This design comes from an exercise in tuning for small area on the open sky130 flow, not from production work.
At most, simulation tests tie the RTL to the original design; equivalence was not proved.
Power figures rest on the tool's default switching activity, not on a simulated workload.

==> run a: inputs <==
==> flow/design.v <==
`timescale 1 ns / 1 ps
module usb_interface_v1_0 #
(
	parameter RESET_CYCLES = 100,
	parameter  C_M00_AXI_START_DATA_VALUE	= 32'h00000000,
	parameter  C_M00_AXI_TARGET_SLAVE_BASE_ADDR	= 32'h00000000,
	parameter integer C_M00_AXI_ADDR_WIDTH	= 32,
	parameter integer C_M00_AXI_DATA_WIDTH	= 32,
	parameter integer C_M00_AXI_TRANSACTIONS_NUM	= 4
) (
	input wire [(8 - 1):0] usb_data_in,
	output wire [(8 - 1):0] usb_data_out,
	output wire usb_data_oe,
	input wire [(1 + 4 + 4 + 16)-8-1:0] usb_addr,
	input wire usb_rd_n,
	input wire usb_wr_n,
	input wire usb_ce_n,
	output wire sw_reset_n,
	input wire  m00_axi_aclk,
	input wire  m00_axi_aresetn,
	output wire [C_M00_AXI_ADDR_WIDTH-1 : 0] m00_axi_awaddr,
	output wire [2 : 0] m00_axi_awprot,
	output wire  m00_axi_awvalid,
	input wire  m00_axi_awready,
	output wire [C_M00_AXI_DATA_WIDTH-1 : 0] m00_axi_wdata,
	output wire [C_M00_AXI_DATA_WIDTH/8-1 : 0] m00_axi_wstrb,
	output wire  m00_axi_wvalid,
	input wire  m00_axi_wready,
	input wire [1 : 0] m00_axi_bresp,
	input wire  m00_axi_bvalid,
	output wire  m00_axi_bready,
	output wire [C_M00_AXI_ADDR_WIDTH-1 : 0] m00_axi_araddr,
	output wire [2 : 0] m00_axi_arprot,
	output wire  m00_axi_arvalid,
	input wire  m00_axi_arready,
	input wire [C_M00_AXI_DATA_WIDTH-1 : 0] m00_axi_rdata,
	input wire [1 : 0] m00_axi_rresp,
	input wire  m00_axi_rvalid,
	output wire  m00_axi_rready
);
	wire clk = m00_axi_aclk;
	wire rstn = m00_axi_aresetn;
	wire [((1 + 4 + 4 + 16) - 1):0] flit = {usb_addr, usb_data_in};
	wire parity_err = ^flit;
	wire [3:0] ftype = flit[23:20];
	wire [3:0] flen = flit[19:16];
	wire [15:0] payload = flit[15:0];
	reg r_ce_n;
	wire ce_edge = r_ce_n & ~usb_ce_n;
	wire rd_en = ce_edge & ~usb_rd_n;
	wire wr_en = ce_edge & ~usb_wr_n;
	wire stuck = rd_en & (usb_addr == 17'h0FF_FF);
	localparam S_WAIT = 4'd0;
	localparam S_RA   = 4'd1;    
	localparam S_WR   = 4'd2;    
	localparam S_SR   = 4'd3;    
	localparam S_WA   = 4'd7;    
	localparam S_WU   = 4'd4;    
	localparam S_WL   = 4'd5;    
	localparam S_SW   = 4'd6;    
	localparam S_SD   = 4'd8;    
	localparam S_RST  = 4'd9;    
	localparam S_R0   = 4'd12;   
	localparam S_R1   = 4'd13;   
	localparam S_R2   = 4'd14;   
	reg [3:0] state;
	reg [3:0] len;             
	reg [31:0] addr;           
	reg [15:0] wup;            
	reg [31:0] wword;          
	reg enq_pulse;             
	reg [4:0] wcount;          
	reg [1:0] rcount_hi;       
	reg [4:0] cnt;             
	reg [3:0] rptr;            
	reg [1:0] byte_cnt;
	reg rdeq_pulse;
	reg [7:0] resp_out;
	reg [1:0] isout_pipe;
	reg r_read_valid;
	reg r_rvalid;
	reg r_read_req, r_read_req_d;
	reg r_write_valid, r_write_valid_d;
	reg r_awvalid, r_wvalid, r_bready, r_arvalid;
	reg r_awready, r_wready;
	reg [31:0] r_awaddr, r_wdata, r_araddr;
	reg [31:0] rbuf [0:13];
	reg [15:0] rb14_lo;
	wire st_wait = state == S_WAIT;
	wire st_wr = state == S_WR;
	wire st_write = state == S_WU || state == S_WL || state == S_SW;
	wire wempty = wcount == cnt;
	wire rempty = cnt == 5'd0;
	wire write_valid = st_write & !wempty;
	wire write_deq = write_valid & r_awready & r_wready;
	wire read_enq = st_wr & r_rvalid & (cnt <= {1'b0, len});
	wire read_req = st_wr & !r_read_valid;
	wire rdeq = rdeq_pulse & !rempty;
	wire [31:0] addr_sum = addr + {cnt, 2'b00};
	wire [31:0] o_addr = (st_wr | write_valid) ? addr_sum : 32'd0;
	always @(posedge clk or negedge rstn) begin
		if (!rstn) begin
			state <= S_WAIT;
		end else if (stuck) begin
			state <= S_WAIT;
		end else begin
			case (state)
				S_WAIT: if (wr_en) begin
					if (parity_err) state <= S_R1;
					else case (ftype)
						4'h0: state <= S_RA;
						4'h2: state <= S_WA;
						4'h6: state <= S_RST;
						default: state <= S_R2;
					endcase
				end
				S_RA: if (wr_en) state <= (parity_err || ftype != 4'h1) ? S_R1 : S_WR;
				S_WA: if (wr_en) state <= parity_err ? S_R1 : (ftype == 4'h3) ? S_WU : S_R2;
				S_WU: if (wr_en) state <= parity_err ? S_R1 : (ftype == 4'h4) ? S_WL : S_R2;
				S_WL: if (wr_en) state <= parity_err ? S_R1 :
					(ftype == 4'h5) ? ((wcount[3:0] == len) ? S_SW : S_WU) : S_R2;
				S_SW: if (wempty && !enq_pulse) state <= S_R0;
				S_WR: if (cnt == {1'b0, len} + 5'd1) state <= S_SR;
				S_SR: if (rd_en) state <= S_SD;
				S_SD: if (rempty) state <= S_R0;
				S_RST: if ({rcount_hi, wcount} == RESET_CYCLES) state <= S_R0;
				S_R0, S_R1, S_R2: if (rd_en) state <= S_WAIT;
				default: state <= S_WAIT;
			endcase
		end
	end
	always @(posedge clk or negedge rstn) begin
		if (!rstn) begin
			r_ce_n <= 1'b1;
			byte_cnt <= 0;
			resp_out <= 8'hff;
			isout_pipe <= 0;
		end else begin
			r_ce_n <= usb_ce_n;
			isout_pipe <= {isout_pipe[0], (usb_ce_n == 1'b0 && usb_rd_n == 1'b0)};
			if (state == S_SD && rd_en)
				byte_cnt <= byte_cnt + 2'd1;
			if (rd_en) begin
				case (state)
					S_SR: resp_out <= 8'h03;
					S_SD: resp_out <= rempty ? 8'h00 : rbyte;
					S_R0: resp_out <= 8'h00;
					S_R1: resp_out <= 8'h01;
					S_R2: resp_out <= 8'h02;
					default: resp_out <= 8'hff;
				endcase
			end
		end
	end
	always @(posedge clk) begin
		if (st_wait) begin
			len <= flen;
			addr[31:16] <= payload;
		end
		if (state == S_RA || state == S_WA)
			addr[15:0] <= payload;
		enq_pulse <= state == S_WL && wr_en && !parity_err && ftype == 4'h5 && !stuck;
		rdeq_pulse <= state == S_SD && rd_en && byte_cnt == 2'd3;
		r_read_valid <= r_rvalid;
		r_rvalid <= m00_axi_rvalid;
		r_read_req <= read_req;
		r_read_req_d <= r_read_req;
		r_write_valid <= write_valid;
		r_write_valid_d <= r_write_valid;
		if (st_wait) begin
			{rcount_hi, wcount} <= 0;
			cnt <= 0;
			rptr <= 0;
		end else begin
			if (enq_pulse || state == S_RST)
				{rcount_hi, wcount} <= {rcount_hi, wcount} + 7'd1;
			if (read_enq | write_deq)
				cnt <= cnt + 5'd1;
			else if (rdeq)
				cnt <= cnt - 5'd1;
			if (rdeq)
				rptr <= rptr + 4'd1;
		end
	end
	wire [4:0] cnt_next = cnt + {4'd0, read_enq};
	wire rbuf_we = m00_axi_rvalid && (state == S_RA || st_wr) && !cnt_next[4];
	wire [3:0] widx = cnt_next[3:0];
	always @(posedge clk) begin
		if (rbuf_we && widx < 4'd14)
			rbuf[widx] <= m00_axi_rdata;
		if (rbuf_we && widx == 4'd14)
			rb14_lo <= m00_axi_rdata[15:0];
		if (state == S_WU)
			wup <= payload;
		else if (rbuf_we && widx == 4'd14)
			wup <= m00_axi_rdata[31:16];
		if (state == S_WL)
			wword <= {wup, payload};
		else if (rbuf_we && widx == 4'd15)
			wword <= m00_axi_rdata;
	end
	wire [511:0] rflat;
	genvar gi;
	generate
		for (gi = 0; gi < 14; gi = gi + 1) begin : g_rflat
			assign rflat[gi*32 +: 32] = rbuf[gi];
		end
	endgenerate
	assign rflat[14*32 +: 32] = {wup, rb14_lo};
	assign rflat[15*32 +: 32] = wword;
	reg [7:0] rbyte;
	integer bi;
	always @(*) begin
		rbyte = 8'd0;
		for (bi = 0; bi < 64; bi = bi + 1)
			rbyte = rbyte | (rflat[bi*8 +: 8] & {8{{rptr, byte_cnt} == bi[5:0]}});
	end
	wire raise_read = r_read_req & ~r_read_req_d;
	wire raise_write = r_write_valid & ~r_write_valid_d;
	always @(posedge clk) begin
		if (!rstn) begin
			r_awvalid <= 1'b0;
			r_wvalid <= 1'b0;
			r_bready <= 1'b0;
			r_arvalid <= 1'b0;
			r_awready <= 1'b0;
			r_wready <= 1'b0;
		end else begin
			if (raise_write)
				r_awvalid <= 1'b1;
			else if (m00_axi_awready)
				r_awvalid <= 1'b0;
			if (raise_write)
				r_wvalid <= 1'b1;
			else if (m00_axi_wready)
				r_wvalid <= 1'b0;
			if (r_awready && r_wready) begin
				r_awready <= 1'b0;
				r_wready <= 1'b0;
			end else begin
				if (m00_axi_awready)
					r_awready <= 1'b1;
				if (m00_axi_wready)
					r_wready <= 1'b1;
			end
			r_bready <= m00_axi_bvalid & ~r_bready;
			if (raise_read)
				r_arvalid <= 1'b1;
			else if (m00_axi_arready)
				r_arvalid <= 1'b0;
		end
	end
	wire [31:0] o_addr_r = (rstn & (st_wr | write_valid)) ? addr_sum : 32'd0;
	always @(posedge clk) begin
		if (raise_write | !rstn) begin
			r_awaddr <= o_addr_r;
			r_wdata <= (rstn & !wempty) ? wword : 32'd0;
		end
		if (raise_read | !rstn)
			r_araddr <= o_addr_r;
	end
	assign usb_data_out = resp_out;
	assign usb_data_oe = isout_pipe[1];
	assign sw_reset_n = (state == S_RST) ? 1'b0 : 1'b1;
	assign m00_axi_awaddr = C_M00_AXI_TARGET_SLAVE_BASE_ADDR + r_awaddr;
	assign m00_axi_awprot = 3'b000;
	assign m00_axi_awvalid = r_awvalid;
	assign m00_axi_wdata = r_wdata;
	assign m00_axi_wstrb = 4'b1111;
	assign m00_axi_wvalid = r_wvalid;
	assign m00_axi_bready = r_bready;
	assign m00_axi_araddr = C_M00_AXI_TARGET_SLAVE_BASE_ADDR + r_araddr;
	assign m00_axi_arprot = 3'b001;
	assign m00_axi_arvalid = r_arvalid;
	assign m00_axi_rready = read_req;
endmodule
==> flow/flow/run.sh <==
#!/bin/bash
# Layout: the standard synthesis and ORFS flow, with two changes after
# synthesis: the port buffers are the smallest buffer (buf_1) instead of the
# default pick, and clock tree synthesis uses larger sink clusters and adds
# no dummy loads.
set -euo pipefail
bash standard.sh synth > synth.log 2>&1
bash standard.sh \
  'BUFFER_PORTS_ARGS=-buffer_cell sky130_fd_sc_hd__buf_1' \
  'CTS_ARGS=-sink_clustering_enable -repair_clock_nets -dont_use_dummy_load -sink_clustering_size 16 -sink_clustering_max_diameter 45 -buf_list {sky130_fd_sc_hd__clkbuf_8}' \
  finish > layout.log 2>&1
==> flow/standard.sh <==
#!/bin/bash
# synth_recipe.tcl (not shown) runs the flow's synth.tcl, then flattens the netlist and writes it again
# the make line also repeats each setting of config.mk as NAME=value (left out here)
make -C /OpenROAD-flow-scripts/flow DESIGN_CONFIG=/design/flow/config.mk WORK_HOME=/design/flow/orfs CLKGATE_MAP_FILE= SYNTH_SCRIPT=/design/flow/synth_recipe.tcl "${@:-finish}"
==> flow/config.mk <==
export PLATFORM = sky130hd
export DESIGN_NAME = usb_interface_v1_0
export DESIGN_NICKNAME = usb_interface_v1_0
export VERILOG_FILES = /design/flow/design.v
export SDC_FILE = /design/flow/constraint.sdc
export NUM_CORES = 4
export LEC_CHECK = 0
export CAP_MARGIN = 0
export CORE_MARGIN = 2
export CORE_UTILIZATION = 70
export PLACE_DENSITY = 0.8
export SLEW_MARGIN = 0
==> flow/constraint.sdc <==
create_clock -name core_clock -period 10.0 [get_ports {m00_axi_aclk}]
set_input_delay 2.0000 -clock core_clock [delete_from_list [all_inputs] [get_ports {m00_axi_aclk}]]
set_output_delay 2.0000 -clock core_clock [all_outputs]
set_load 0.01 [all_outputs]
==> inputs of run b, as changes to run a <==
--- a/flow/design.v
+++ b/flow/design.v
@@ -145,3 +145,3 @@
 					S_SR: resp_out <= 8'h03;
-					S_SD: resp_out <= rempty ? 8'h00 : rbyte;
+					S_SD: resp_out <= rempty ? 8'h00 : rhead[byte_cnt * 8 +: 8];
 					S_R0: resp_out <= 8'h00;
@@ -201,18 +201,3 @@
 	end
-	wire [511:0] rflat;
-	genvar gi;
-	generate
-		for (gi = 0; gi < 14; gi = gi + 1) begin : g_rflat
-			assign rflat[gi*32 +: 32] = rbuf[gi];
-		end
-	endgenerate
-	assign rflat[14*32 +: 32] = {wup, rb14_lo};
-	assign rflat[15*32 +: 32] = wword;
-	reg [7:0] rbyte;
-	integer bi;
-	always @(*) begin
-		rbyte = 8'd0;
-		for (bi = 0; bi < 64; bi = bi + 1)
-			rbyte = rbyte | (rflat[bi*8 +: 8] & {8{{rptr, byte_cnt} == bi[5:0]}});
-	end
+	wire [31:0] rhead = (rptr == 4'd15) ? wword : (rptr == 4'd14) ? {wup, rb14_lo} : rbuf[rptr];
 	wire raise_read = r_read_req & ~r_read_req_d;
@@ -227,2 +212,5 @@
 			r_wready <= 1'b0;
+			r_awaddr <= 0;
+			r_wdata <= C_M00_AXI_START_DATA_VALUE;
+			r_araddr <= 0;
 		end else begin
@@ -250,12 +238,9 @@
 				r_arvalid <= 1'b0;
-		end
-	end
-	wire [31:0] o_addr_r = (rstn & (st_wr | write_valid)) ? addr_sum : 32'd0;
-	always @(posedge clk) begin
-		if (raise_write | !rstn) begin
-			r_awaddr <= o_addr_r;
-			r_wdata <= (rstn & !wempty) ? wword : 32'd0;
-		end
-		if (raise_read | !rstn)
-			r_araddr <= o_addr_r;
+			if (raise_write) begin
+				r_awaddr <= o_addr;
+				r_wdata <= wempty ? 32'd0 : wword;
+			end
+			if (raise_read)
+				r_araddr <= o_addr;
+		end
 	end
==> flow/run.sh (new file) <==
#!/bin/bash
# synth_recipe.tcl (not shown) runs the flow's synth.tcl, then flattens the netlist and writes it again
# the make line also repeats each setting of config.mk as NAME=value (left out here)
make -C /OpenROAD-flow-scripts/flow DESIGN_CONFIG=/design/flow/config.mk WORK_HOME=/design/flow/orfs CLKGATE_MAP_FILE= SYNTH_SCRIPT=/design/flow/synth_recipe.tcl finish
--- a/flow/config.mk
+++ b/flow/config.mk
@@ -7,6 +7,7 @@
 export LEC_CHECK = 0
-export CAP_MARGIN = 0
+export CAP_MARGIN = 20
 export CORE_MARGIN = 2
-export CORE_UTILIZATION = 70
-export PLACE_DENSITY = 0.8
-export SLEW_MARGIN = 0
+export CORE_UTILIZATION = 60
+export CTS_BUF_LIST = sky130_fd_sc_hd__clkbuf_4 sky130_fd_sc_hd__clkbuf_8
+export PLACE_DENSITY = 0.75
+export SLEW_MARGIN = 20
removed: flow/flow/run.sh
removed: flow/standard.sh
==> inputs of run c, as changes to run a <==
--- a/flow/flow/run.sh
+++ b/flow/flow/run.sh
@@ -9,3 +9,3 @@
   'BUFFER_PORTS_ARGS=-buffer_cell sky130_fd_sc_hd__buf_1' \
-  'CTS_ARGS=-sink_clustering_enable -repair_clock_nets -dont_use_dummy_load -sink_clustering_size 16 -sink_clustering_max_diameter 45 -buf_list {sky130_fd_sc_hd__clkbuf_8}' \
+  'CTS_ARGS=-sink_clustering_enable -repair_clock_nets -dont_use_dummy_load -sink_clustering_size 25 -sink_clustering_max_diameter 80 -buf_list {sky130_fd_sc_hd__clkbuf_8 sky130_fd_sc_hd__clkbuf_16}' \
   finish > layout.log 2>&1
--- a/flow/config.mk
+++ b/flow/config.mk
@@ -7,6 +7,7 @@
 export LEC_CHECK = 0
-export CAP_MARGIN = 0
+export CAP_MARGIN = 20
 export CORE_MARGIN = 2
 export CORE_UTILIZATION = 70
+export GPL_TIMING_DRIVEN = 0
 export PLACE_DENSITY = 0.8
-export SLEW_MARGIN = 0
+export SLEW_MARGIN = 20
==> inputs of run d, as changes to run a <==
--- a/flow/design.v
+++ b/flow/design.v
@@ -145,3 +145,3 @@
 					S_SR: resp_out <= 8'h03;
-					S_SD: resp_out <= rempty ? 8'h00 : rbyte;
+					S_SD: resp_out <= rempty ? 8'h00 : rhead[byte_cnt * 8 +: 8];
 					S_R0: resp_out <= 8'h00;
@@ -201,18 +201,3 @@
 	end
-	wire [511:0] rflat;
-	genvar gi;
-	generate
-		for (gi = 0; gi < 14; gi = gi + 1) begin : g_rflat
-			assign rflat[gi*32 +: 32] = rbuf[gi];
-		end
-	endgenerate
-	assign rflat[14*32 +: 32] = {wup, rb14_lo};
-	assign rflat[15*32 +: 32] = wword;
-	reg [7:0] rbyte;
-	integer bi;
-	always @(*) begin
-		rbyte = 8'd0;
-		for (bi = 0; bi < 64; bi = bi + 1)
-			rbyte = rbyte | (rflat[bi*8 +: 8] & {8{{rptr, byte_cnt} == bi[5:0]}});
-	end
+	wire [31:0] rhead = (rptr == 4'd15) ? wword : (rptr == 4'd14) ? {wup, rb14_lo} : rbuf[rptr];
 	wire raise_read = r_read_req & ~r_read_req_d;
@@ -227,2 +212,5 @@
 			r_wready <= 1'b0;
+			r_awaddr <= 0;
+			r_wdata <= C_M00_AXI_START_DATA_VALUE;
+			r_araddr <= 0;
 		end else begin
@@ -250,12 +238,9 @@
 				r_arvalid <= 1'b0;
-		end
-	end
-	wire [31:0] o_addr_r = (rstn & (st_wr | write_valid)) ? addr_sum : 32'd0;
-	always @(posedge clk) begin
-		if (raise_write | !rstn) begin
-			r_awaddr <= o_addr_r;
-			r_wdata <= (rstn & !wempty) ? wword : 32'd0;
-		end
-		if (raise_read | !rstn)
-			r_araddr <= o_addr_r;
+			if (raise_write) begin
+				r_awaddr <= o_addr;
+				r_wdata <= wempty ? 32'd0 : wword;
+			end
+			if (raise_read)
+				r_araddr <= o_addr;
+		end
 	end
--- a/flow/flow/run.sh
+++ b/flow/flow/run.sh
@@ -9,3 +9,3 @@
   'BUFFER_PORTS_ARGS=-buffer_cell sky130_fd_sc_hd__buf_1' \
-  'CTS_ARGS=-sink_clustering_enable -repair_clock_nets -dont_use_dummy_load -sink_clustering_size 16 -sink_clustering_max_diameter 45 -buf_list {sky130_fd_sc_hd__clkbuf_8}' \
+  'CTS_ARGS=-sink_clustering_enable -repair_clock_nets -dont_use_dummy_load -sink_clustering_size 25 -sink_clustering_max_diameter 80 -buf_list {sky130_fd_sc_hd__clkbuf_8 sky130_fd_sc_hd__clkbuf_16}' \
   finish > layout.log 2>&1
--- a/flow/config.mk
+++ b/flow/config.mk
@@ -7,6 +7,6 @@
 export LEC_CHECK = 0
-export CAP_MARGIN = 0
+export CAP_MARGIN = 20
 export CORE_MARGIN = 2
-export CORE_UTILIZATION = 70
-export PLACE_DENSITY = 0.8
-export SLEW_MARGIN = 0
+export CORE_UTILIZATION = 85
+export PLACE_DENSITY = 0.92
+export SLEW_MARGIN = 20
==> comparison table <==
quantity	run d	run b	run a	run c
Worst min-delay path category	-	reg2reg	reg2reg	reg2reg
Number of clock sinks seen by CTS	695	695	691	691
Post-place setup slack	4600 ps	5000 ps	5240 ps	5080 ps
Detailed-placement wirelength estimate	58,300 um	44,500 um	52,800 um	57,400 um
Result of the run	aborted with a tool error	finished clean	finished clean	finished clean
Stage where the flow stopped	5_1_grt	-	-	-
Post-layout utilization of the core	-	70.5%	77.0%	79.0%
Arrival time at the worst endpoint	-	5280 ps	4550 ps	4800 ps
Beginning of the worst register-to-register path	-	cnt[1]	cnt[3]	cnt[0]
DRT Pass-1 Iters	-	7	6	6
Compound-gate portion of the synthesized area	6.37%	6.37%	9.41%	9.41%
Number of multi-input logic gates	-	1,043	951	951
Final weighted congestion of routability-driven global placement	0.922	0.939	0.978	0.966
Synthesized netlist cell count	1,870	1,870	1,761	1,761
Post-Synth Simple-Gate Area	6.68%	6.68%	8.29%	8.29%
Row cnt	67	80	72	72
Largest vdd supply drop	-	169 uV	159 uV	182 uV
Pwr Total	-	7260 uW	6330 uW	6550 uW
Average routed wire per standard cell	-	24.9 um	32.7 um	33.6 um
Reported combinational group power	-	1330 uW	1280 uW	1400 uW
Reg-to-reg critical path endpoint	-	wup[11]	wup[14]	wup[6]
Combinational Power Share	-	18.3%	20.3%	21.4%
Unique cell type count in the Yosys netlist	77	77	70	70
Only the layout flow was run in run b and run d; the RTL was not checked for function there.

-- what the ideal ports hide --
Ports are ideal in the flow. The routed layouts listed here were re-timed in OpenROAD. Step 1, drivers: a clkbuf_16 drives m00_axi_aclk and a buf_2 each remaining input, both assumed. Step 2, shift: input delay + t, output delay - t, t = (earliest + latest rising clock arrival at the registers) / 2. This alone moves slack from input paths to output paths. Three values: ideal, step 1, step 2; two values: the first two.
| run | t, ns | slack for setup (ns) | hold slack, ns | worst register clock-pin slew, ns |
|---|---|---|---|---|
| run a | 0.729 | 5.748 / 5.748 / 5.120 | 0.347 / 0.347 / 0.347 | 0.11 / 0.11 |
| run b | 0.752 | 5.043 / 5.043 / 4.922 | 0.343 / 0.343 / 0.343 | 0.07 / 0.07 |
| run c | 0.626 | 5.423 / 5.423 / 5.265 | 0.340 / 0.340 / 0.340 | 0.10 / 0.10 |
After both steps setup and hold are still met in every run listed. For run a, which loses most, drivers alone change the setup slack by 0.000 ns; drivers and shift together by -0.628 ns.
